This design comes from an exercise in tuning for small area on the open sky130 flow, not from production work. RTL that was checked went through simulation tests only; none was proved equivalent to the original. Power is estimated from default activity; no workload was simulated. The clock port is modelled as an ideal driver; clocking choices that lean on that would not hold on a real chip.

## GoBang
module GoBang(SW, RESETN, LEDR, LEDG, HEX0, HEX1, CELL, CLOCK_50);
Size in the first run: about 2500 cells after synthesis, about 540 flip-flops, ~26000 sq um of cells after synthesis.
export LEC_CHECK = 0
export CAP_MARGIN = 10
export CORE_MARGIN = 2
export CORE_UTILIZATION = 40
export CTS_BUF_LIST = sky130_fd_sc_hd__clkbuf_8
export SLEW_MARGIN = 10
create_clock -name core_clock -period 10.0 [get_ports {CLOCK_50}]
run.sh (not shown) runs the stock make flow with config.mk's settings and CLKGATE_MAP_FILE= SYNTH_SCRIPT=/design/flow/synth_recipe.tcl, a recipe that flattens the netlist after the stock synthesis.
The starting point produced a clean layout.
Change:
CAP_MARGIN = 20   (was 10)
CORE_UTILIZATION = 60   (was 40)
CTS_BUF_LIST = sky130_fd_sc_hd__clkbuf_4   (was sky130_fd_sc_hd__clkbuf_8)
CTS_CLUSTER_SIZE = 20   (was default)
PLACE_DENSITY = 0.7   (was default)
SLEW_MARGIN = 20   (was 10)
Result: The new run finished clean. Area after synthesis is unchanged. Core utilization rises by 21 points. Hold slack barely changes.
No run of this note included a check of the RTL's function; only the layout flow was run.

========
Setup of fjord:
GoBang, a different RTL version from the one above (not shown whole).
Size in the first run: roughly 2,200 cells after synthesis, roughly 540 flip-flops, about 47 I/O pins.
clock: 10.0 ns
lec_check: 0
cap_margin: 20
core_margin: 2
core_utilization: 70
place_density: 0.8
slew_margin: 20
synth_hierarchical: 1
synth_minimum_keep_size: 0
standard.sh (not shown) runs the stock make flow with config.mk's settings and CLKGATE_MAP_FILE= SYNTH_SCRIPT=/design/flow/synth_recipe.tcl, a recipe that flattens the netlist after the stock synthesis.
==> flow/flow/run.sh <==
#!/bin/bash
# The standard layout (standard.sh), with two changes: clock tree synthesis without dummy
# loads, and plain buf_1 cells as the port buffers.
set -euo pipefail
export CTS_ARGS="-sink_clustering_enable -repair_clock_nets -sink_clustering_size 30 -sink_clustering_max_diameter 150 -buf_list sky130_fd_sc_hd__clkbuf_16 -dont_use_dummy_load"
export BUFFER_PORTS_ARGS="-buffer_cell sky130_fd_sc_hd__buf_1"
bash standard.sh > standard_make.log 2>&1
fjord went all the way through the flow, and no timing, DRC or antenna check failed.
Here is what was changed in the inputs of tundra compared with fjord.
# fjord
export LEC_CHECK = 0
export CAP_MARGIN = 20
export CORE_MARGIN = 2
export CORE_UTILIZATION = 70
export PLACE_DENSITY = 0.8
export SLEW_MARGIN = 20
export SYNTH_HIERARCHICAL = 1
export SYNTH_MINIMUM_KEEP_SIZE = 0
create_clock -name core_clock -period 10.0 [get_ports {CLOCK_50}]
# tundra
export LEC_CHECK = 0
export CAP_MARGIN = 20
export CORE_MARGIN = 2
export CORE_UTILIZATION = 60
export CTS_BUF_LIST = sky130_fd_sc_hd__clkbuf_16
export CTS_CLUSTER_DIAMETER = 60
export CTS_CLUSTER_SIZE = 28
export PLACE_DENSITY = 0.7
export SLEW_MARGIN = 20
export SYNTH_HIERARCHICAL = 1
export SYNTH_MINIMUM_KEEP_SIZE = 0
create_clock -name core_clock -period 10.0 [get_ports {CLOCK_50}]
--- a/flow/flow/run.sh
+++ b/flow/flow/run.sh
@@ -5 +5 @@
-export CTS_ARGS="-sink_clustering_enable -repair_clock_nets -sink_clustering_size 30 -sink_clustering_max_diameter 150 -buf_list sky130_fd_sc_hd__clkbuf_16 -dont_use_dummy_load"
+export CTS_ARGS="-sink_clustering_enable -repair_clock_nets -sink_clustering_size 28 -sink_clustering_max_diameter 60 -buf_list sky130_fd_sc_hd__clkbuf_16 -dont_use_dummy_load"
## What came out
Relative to fjord, worst hold slack has gone down in tundra.
For fjord, the capture point of the critical path was rflag[1], unlike tundra, where it was rflag[11].
tundra — total power 11% higher, fjord as reference
Comparing fjord against tundra, there is no change at all in number of sinks driven by the clock tree.
tundra was carried through to the last stage, and its layout satisfied the timing, DRC and antenna checks.
Against fjord, the final cell area of tundra is higher.
[inputs] delta vs tundra
# tundra
export LEC_CHECK = 0
export CAP_MARGIN = 20
export CORE_MARGIN = 2
export CORE_UTILIZATION = 60
export CTS_BUF_LIST = sky130_fd_sc_hd__clkbuf_16
export CTS_CLUSTER_DIAMETER = 60
export CTS_CLUSTER_SIZE = 28
export PLACE_DENSITY = 0.7
export SLEW_MARGIN = 20
export SYNTH_HIERARCHICAL = 1
export SYNTH_MINIMUM_KEEP_SIZE = 0
create_clock -name core_clock -period 10.0 [get_ports {CLOCK_50}]
# delta
export LEC_CHECK = 0
export CAP_MARGIN = 20
export CORE_MARGIN = 2
export CORE_UTILIZATION = 70
export GPL_TIMING_DRIVEN = 0
export PLACE_DENSITY = 0.8
export SLEW_MARGIN = 20
export SYNTH_HIERARCHICAL = 1
export SYNTH_MINIMUM_KEEP_SIZE = 0
create_clock -name core_clock -period 10.0 [get_ports {CLOCK_50}]
--- a/flow/flow/run.sh
+++ b/flow/flow/run.sh
@@ -5 +5 @@
-export CTS_ARGS="-sink_clustering_enable -repair_clock_nets -sink_clustering_size 28 -sink_clustering_max_diameter 60 -buf_list sky130_fd_sc_hd__clkbuf_16 -dont_use_dummy_load"
+export CTS_ARGS="-sink_clustering_enable -repair_clock_nets -sink_clustering_size 24 -sink_clustering_max_diameter 150 -buf_list sky130_fd_sc_hd__clkbuf_16 -dont_use_dummy_load"
## What came out
Synthesized-area fraction occupied by adder cells: delta vs tundra — no meaningful difference
Compared delta vs tundra, and clock skew is down in delta.
Taking tundra as the reference, in delta post-synthesis to final-layout area growth picked up an extra 0.59 points, post-synthesis share of cell area spent on and, or, nand and nor gates neither gained nor lost much, die boundary width lost 15 um.
delta vs tundra: tap cell instance count down by more than 10%

========
== build 47 ==
GoBang again, from the RTL that the note above started with.
==> flow/design.v (excerpt) <==
module GoBang(SW, RESETN, LEDR, LEDG, HEX0, HEX1, CELL, CLOCK_50);
Settings: LEC_CHECK=0, CAP_MARGIN=20, CORE_MARGIN=2, CORE_UTILIZATION=60, PLACE_DENSITY=0.7, SLEW_MARGIN=20, SYNTH_HIERARCHICAL=1, SYNTH_MINIMUM_KEEP_SIZE=0; clock period 10.0 ns.
==> flow/flow/run.sh <==
#!/bin/bash
# The standard layout (standard.sh), with these changes: clock tree synthesis without dummy
# loads, plain buf_1 cells as the port buffers, and power recovery (downsizing of
# non-critical cells) after global routing.
set -euo pipefail
export CTS_ARGS="-sink_clustering_enable -repair_clock_nets -sink_clustering_size 24 -sink_clustering_max_diameter 150 -buf_list sky130_fd_sc_hd__clkbuf_16 -dont_use_dummy_load"
export BUFFER_PORTS_ARGS="-buffer_cell sky130_fd_sc_hd__buf_1"
export RECOVER_POWER=100
bash standard.sh > standard_make.log 2>&1
Build 47 completed end to end; final checks failed (capacitance limit, slew limit).
Input changes introduced in trial 23 (baseline for comparison: build 47):
--- a/flow/flow/run.sh
+++ b/flow/flow/run.sh
@@ -2,3 +2,2 @@
-# The standard layout (standard.sh), with these changes: clock tree synthesis without dummy
-# loads, plain buf_1 cells as the port buffers, and power recovery (downsizing of
-# non-critical cells) after global routing.
+# The standard layout (standard.sh), with two changes: clock tree synthesis without dummy
+# loads, and plain buf_1 cells as the port buffers.
@@ -8 +6,0 @@
-export RECOVER_POWER=100
Findings:
There was hardly any difference in fraction of area in clock buffers and inverters between build 47 and trial 23. Trial 23: flow completed, timing, DRC and antenna clean. Diff build 47 -> trial 23: final worst-path cycle share went down 4.5 points, count of pins over their slew limit went down 417, global routing usage on met2 held, number of maximum-capacitance violations went down 6. Status: routed wire length parity (build 47, trial 23). As far as share of the synthesized area in compound gates (AO/OA/AOI/OAI) is concerned, trial 23 and build 47 perform about the same. Where headroom to the max-slew limit is concerned, build 47 is outperformed by trial 23. Comparing trial 23 with build 47, the register clock-pin slew on the reported worst setup and hold paths came out essentially unchanged. Build 47 → trial 23: time the worst path needs with I/O delays and setup shows a reduction of 0.45 ns; sequential share of layout area has decreased.

========
## south
The RTL this note starts from:
==> flow/design.v <==
module GoBang(SW, RESETN, LEDR, LEDG, HEX0, HEX1, CELL, CLOCK_50);
    input [12:0] SW;
    input RESETN;
    input CLOCK_50;
    output [6:0] HEX0, HEX1;
    output [7:0] LEDG;
    output [7:0] LEDR;
    output [1:0] CELL;
    wire clk = CLOCK_50;
    wire [3:0] x = SW[7:4];
    wire [3:0] y = SW[3:0];
    wire put = SW[12];
    localparam INITIAL = 3'd0, CHOICE = 3'd1, PUT_WAIT = 3'd2, CHECK = 3'd3, CHANGE = 3'd4;
    reg [2:0] state;
    reg put_q;
    reg col1;       
    reg record;
    reg [255:0] pa, pb;
    reg [15:0] rflag;
    reg any01;
    wire [15:0] rsel = 16'd1 << x;
    wire [15:0] csel = 16'd1 << y;
    wire [15:0] rowa, rowb;
    genvar gm, gn;
    generate
        for (gm = 0; gm < 16; gm = gm + 1) begin : rmux
            wire [15:0] da, db;
            for (gn = 0; gn < 16; gn = gn + 1) begin : c
                assign da[gn] = pa[gn*16+gm];
                assign db[gn] = pb[gn*16+gm];
            end
            Mux16 ma(.d(da), .s(rsel), .y(rowa[gm]));
            Mux16 mb(.d(db), .s(rsel), .y(rowb[gm]));
        end
    endgenerate
    wire cella, cellb;
    Mux16 mca(.d(rowa), .s(csel), .y(cella));
    Mux16 mcb(.d(rowb), .s(csel), .y(cellb));
    wire empty = ~(cella | cellb);
    wire wr = empty & put & ~put_q;
    wire wa = wr & ~col1;
    wire wb = wr & col1;
    wire [15:0] ca = csel & {16{wa}};
    wire [15:0] cb = csel & {16{wb}};
    wire [15:0] nrowa = rowa | ca;
    wire [15:0] nrowb = rowb | cb;
    wire row5a, row5b;
    Five16 fra(.v(nrowa), .f(row5a));
    Five16 frb(.v(nrowb), .f(row5b));
    wire [15:0] c5a, c5b;
    generate
        for (gm = 0; gm < 16; gm = gm + 1) begin : ccol
            wire [15:0] va, vb;
            for (gn = 0; gn < 16; gn = gn + 1) begin : c
                assign va[gn] = pa[gn*16+gm];
                assign vb[gn] = pb[gn*16+gm];
            end
            Five16 fa(.v(va), .f(c5a[gm]));
            Five16 fb(.v(vb), .f(c5b[gm]));
        end
    endgenerate
    integer k;
    genvar gi, gj;
    generate
        for (gi = 0; gi < 16; gi = gi + 1) begin : row
            for (gj = 0; gj < 16; gj = gj + 1) begin : pt
                always @(posedge clk, negedge RESETN) begin
                    if (!RESETN) begin
                        pa[gi*16+gj] <= 1'b0;
                        pb[gi*16+gj] <= 1'b0;
                    end else begin
                        pa[gi*16+gj] <= pa[gi*16+gj] | (rsel[gi] & ca[gj]);
                        pb[gi*16+gj] <= pb[gi*16+gj] | (rsel[gi] & cb[gj]);
                    end
                end
            end
        end
    endgenerate
    always @(posedge clk, negedge RESETN) begin
        if (!RESETN) begin
            rflag <= 16'd0;
            any01 <= 1'b0;
        end else begin
            for (k = 0; k < 16; k = k + 1) begin
                if (rsel[k]) rflag[k] <= row5b & ~row5a;
            end
            any01 <= any01 | row5a;
        end
    end
    always @(posedge clk, negedge RESETN) begin
        if (!RESETN) begin
            state <= INITIAL;
            put_q <= 1'b1;
            col1 <= 1'b0;
        end else begin
            put_q <= put;
            case (state)
                INITIAL:  state <= CHOICE;
                CHOICE:   state <= put ? CHOICE : PUT_WAIT;
                PUT_WAIT: state <= put ? CHECK : PUT_WAIT;
                CHECK:    state <= CHANGE;
                CHANGE:   state <= CHOICE;
                default:  state <= INITIAL;
            endcase
            if (state == CHANGE && record) col1 <= ~col1;
        end
    end
    always @(posedge clk) begin
        if (state == CHOICE) record <= empty;
    end
    wire s10 = |{rflag, c5b & ~c5a};
    wire s01 = any01 | (|c5a);
    wire idle = ~s10 & ~s01;
    assign LEDR = {~s10 & s01, 1'b0, empty, 4'd0, idle & ~col1};
    assign LEDG = {idle & col1, 6'd0, s10};
    assign CELL = {cellb, cella};
    function [6:0] seg(input [3:0] d);
        case (d)
            4'h0: seg = 7'b1000000;
            4'h1: seg = 7'b1111001;
            4'h2: seg = 7'b0100100;
            4'h3: seg = 7'b0110000;
            4'h4: seg = 7'b0011001;
            4'h5: seg = 7'b0010010;
            4'h6: seg = 7'b0000010;
            4'h7: seg = 7'b1111000;
            4'h8: seg = 7'b0000000;
            4'h9: seg = 7'b0010000;
            4'hA: seg = 7'b0001000;
            4'hB: seg = 7'b0000011;
            4'hC: seg = 7'b1000110;
            4'hD: seg = 7'b0100001;
            4'hE: seg = 7'b0000110;
            default: seg = 7'b0001110;
        endcase
    endfunction
    assign HEX0 = seg(y);
    assign HEX1 = seg(x);
endmodule
module Mux16(d, s, y);
    input [15:0] d, s;
    output y;
    wire [5:0] n;
    Aoi222 g0(.a0(d[0]), .s0(s[0]), .a1(d[1]), .s1(s[1]), .a2(d[2]), .s2(s[2]), .y(n[0]));
    Aoi222 g1(.a0(d[3]), .s0(s[3]), .a1(d[4]), .s1(s[4]), .a2(d[5]), .s2(s[5]), .y(n[1]));
    Aoi222 g2(.a0(d[6]), .s0(s[6]), .a1(d[7]), .s1(s[7]), .a2(d[8]), .s2(s[8]), .y(n[2]));
    Aoi222 g3(.a0(d[9]), .s0(s[9]), .a1(d[10]), .s1(s[10]), .a2(d[11]), .s2(s[11]), .y(n[3]));
    Aoi222 g4(.a0(d[12]), .s0(s[12]), .a1(d[13]), .s1(s[13]), .a2(d[14]), .s2(s[14]), .y(n[4]));
    Nand2 g5(.a(d[15]), .b(s[15]), .y(n[5]));
    Nand6 g6(.a(n), .y(y));
endmodule
module Aoi222(a0, s0, a1, s1, a2, s2, y);
    input a0, s0, a1, s1, a2, s2;
    output y;
    assign y = ~((a0 & s0) | (a1 & s1) | (a2 & s2));
endmodule
module Nand2(a, b, y);
    input a, b;
    output y;
    assign y = ~(a & b);
endmodule
module Nand6(a, y);
    input [5:0] a;
    output y;
    assign y = ~(&a);
endmodule
module Five16(v, f);
    input [15:0] v;
    output f;
    wire n7, m7, k7;
    Run7 a(.v0(v[0]), .v1(v[1]), .v2(v[2]), .v5(v[5]), .v6(v[6]), .v7(v[7]), .y(n7));
    Run7 b(.v0(v[4]), .v1(v[5]), .v2(v[6]), .v5(v[9]), .v6(v[10]), .v7(v[11]), .y(m7));
    Run7 c(.v0(v[15]), .v1(v[14]), .v2(v[13]), .v5(v[10]), .v6(v[9]), .v7(v[8]), .y(k7));
    assign f = (v[3] & v[4] & n7) | (v[7] & v[8] & m7) | (v[11] & v[12] & k7);
endmodule
module Run7(v0, v1, v2, v5, v6, v7, y);
    input v0, v1, v2, v5, v6, v7;
    output y;
    wire p = v1 & v2;
    wire q = v5 & v6;
    assign y = (p & (v0 | v5)) | (q & (v2 | v7));
endmodule
export LEC_CHECK = 0
export CAP_MARGIN = 20
export CORE_MARGIN = 2
export CORE_UTILIZATION = 60
export PLACE_DENSITY = 0.7
export SLEW_MARGIN = 20
export SYNTH_HIERARCHICAL = 1
export SYNTH_MINIMUM_KEEP_SIZE = 0
create_clock -name core_clock -period 10.0 [get_ports {CLOCK_50}]
==> flow/flow/run.sh <==
#!/bin/bash
# The standard layout (standard.sh), with two changes: clock tree synthesis without dummy
# loads, and plain buf_1 cells as the port buffers.
set -euo pipefail
export CTS_ARGS="-sink_clustering_enable -repair_clock_nets -sink_clustering_size 24 -sink_clustering_max_diameter 150 -buf_list sky130_fd_sc_hd__clkbuf_16 -dont_use_dummy_load"
export BUFFER_PORTS_ARGS="-buffer_cell sky130_fd_sc_hd__buf_1"
bash standard.sh > standard_make.log 2>&1
south went all the way through the flow, and no timing, DRC or antenna check failed.
Relative to south, the following input files were edited for north:
Settings: changing CORE_UTILIZATION from 60 to 70; changing PLACE_DENSITY from 0.7 to 0.8.
==> flow/flow/run.sh <==
#!/bin/bash
# The standard layout (standard.sh), with two changes: clock tree synthesis without dummy
# loads, and plain buf_1 cells as the port buffers.
set -euo pipefail
export CTS_ARGS="-sink_clustering_enable -repair_clock_nets -sink_clustering_size 27 -sink_clustering_max_diameter 150 -buf_list sky130_fd_sc_hd__clkbuf_16 -dont_use_dummy_load"
export BUFFER_PORTS_ARGS="-buffer_cell sky130_fd_sc_hd__buf_1"
bash standard.sh > standard_make.log 2>&1
--- outcome ---
Per the comparison of north with south, placement row count dropped 5, number of clock-tree buffers in the layout dropped 12%, count of placed standard cells including taps dropped 2.6%.

==> afterwards: timing with drivers on the ports <==
In the flow no input, the clock included, has a driving cell. The finished layouts below were timed again as built, in two steps. Step 1 (the two cells are an assumption about what drives the block):
set clk [get_ports {CLOCK_50}]
set_driving_cell -lib_cell sky130_fd_sc_hd__clkbuf_16 $clk
set_driving_cell -lib_cell sky130_fd_sc_hd__buf_2 [delete_from_list [all_inputs] $clk]
Step 2 times the ports against the registers' clock, not the clock port: input delays grow and output delays shrink by t, the midpoint of the rising clock arrivals with the driver on. Slacks: ideal ports / drivers / drivers and shift; pairs: ideal ports / drivers.
run	shift t [ns]	slack for setup (ns)	worst hold slack (ns)	worst setup path after step 2
the first run of note 1	0.761	1.067 / 1.035 / 1.035	0.483 / 0.483 / 0.483	input to output
the second run of note 1	1.055	0.943 / 0.916 / 0.916	0.482 / 0.482 / 0.482	input to output
fjord	0.623	1.310 / 1.341 / 0.718	0.491 / 0.491 / 0.491	input to register
tundra	0.621	1.600 / 1.591 / 0.970	0.480 / 0.480 / 0.480	input to register
delta	0.627	0.372 / 0.404 / -0.224	0.487 / 0.487 / 0.487	input to register
build 47	0.637	1.164 / 1.157 / 0.520	0.489 / 0.489 / 0.489	input to register
trial 23	0.638	1.610 / 1.603 / 0.965	0.488 / 0.488 / 0.488	input to register
south	0.626	1.652 / 1.673 / 1.047	0.486 / 0.486 / 0.486	input to register
north	0.627	1.721 / 1.760 / 1.132	0.494 / 0.494 / 0.494	input to register
With both steps, setup timing fails in delta, where it was met with ideal ports. The setup slack of trial 23, which loses most, moves by -0.007 ns with the drivers and by -0.645 ns with both steps.
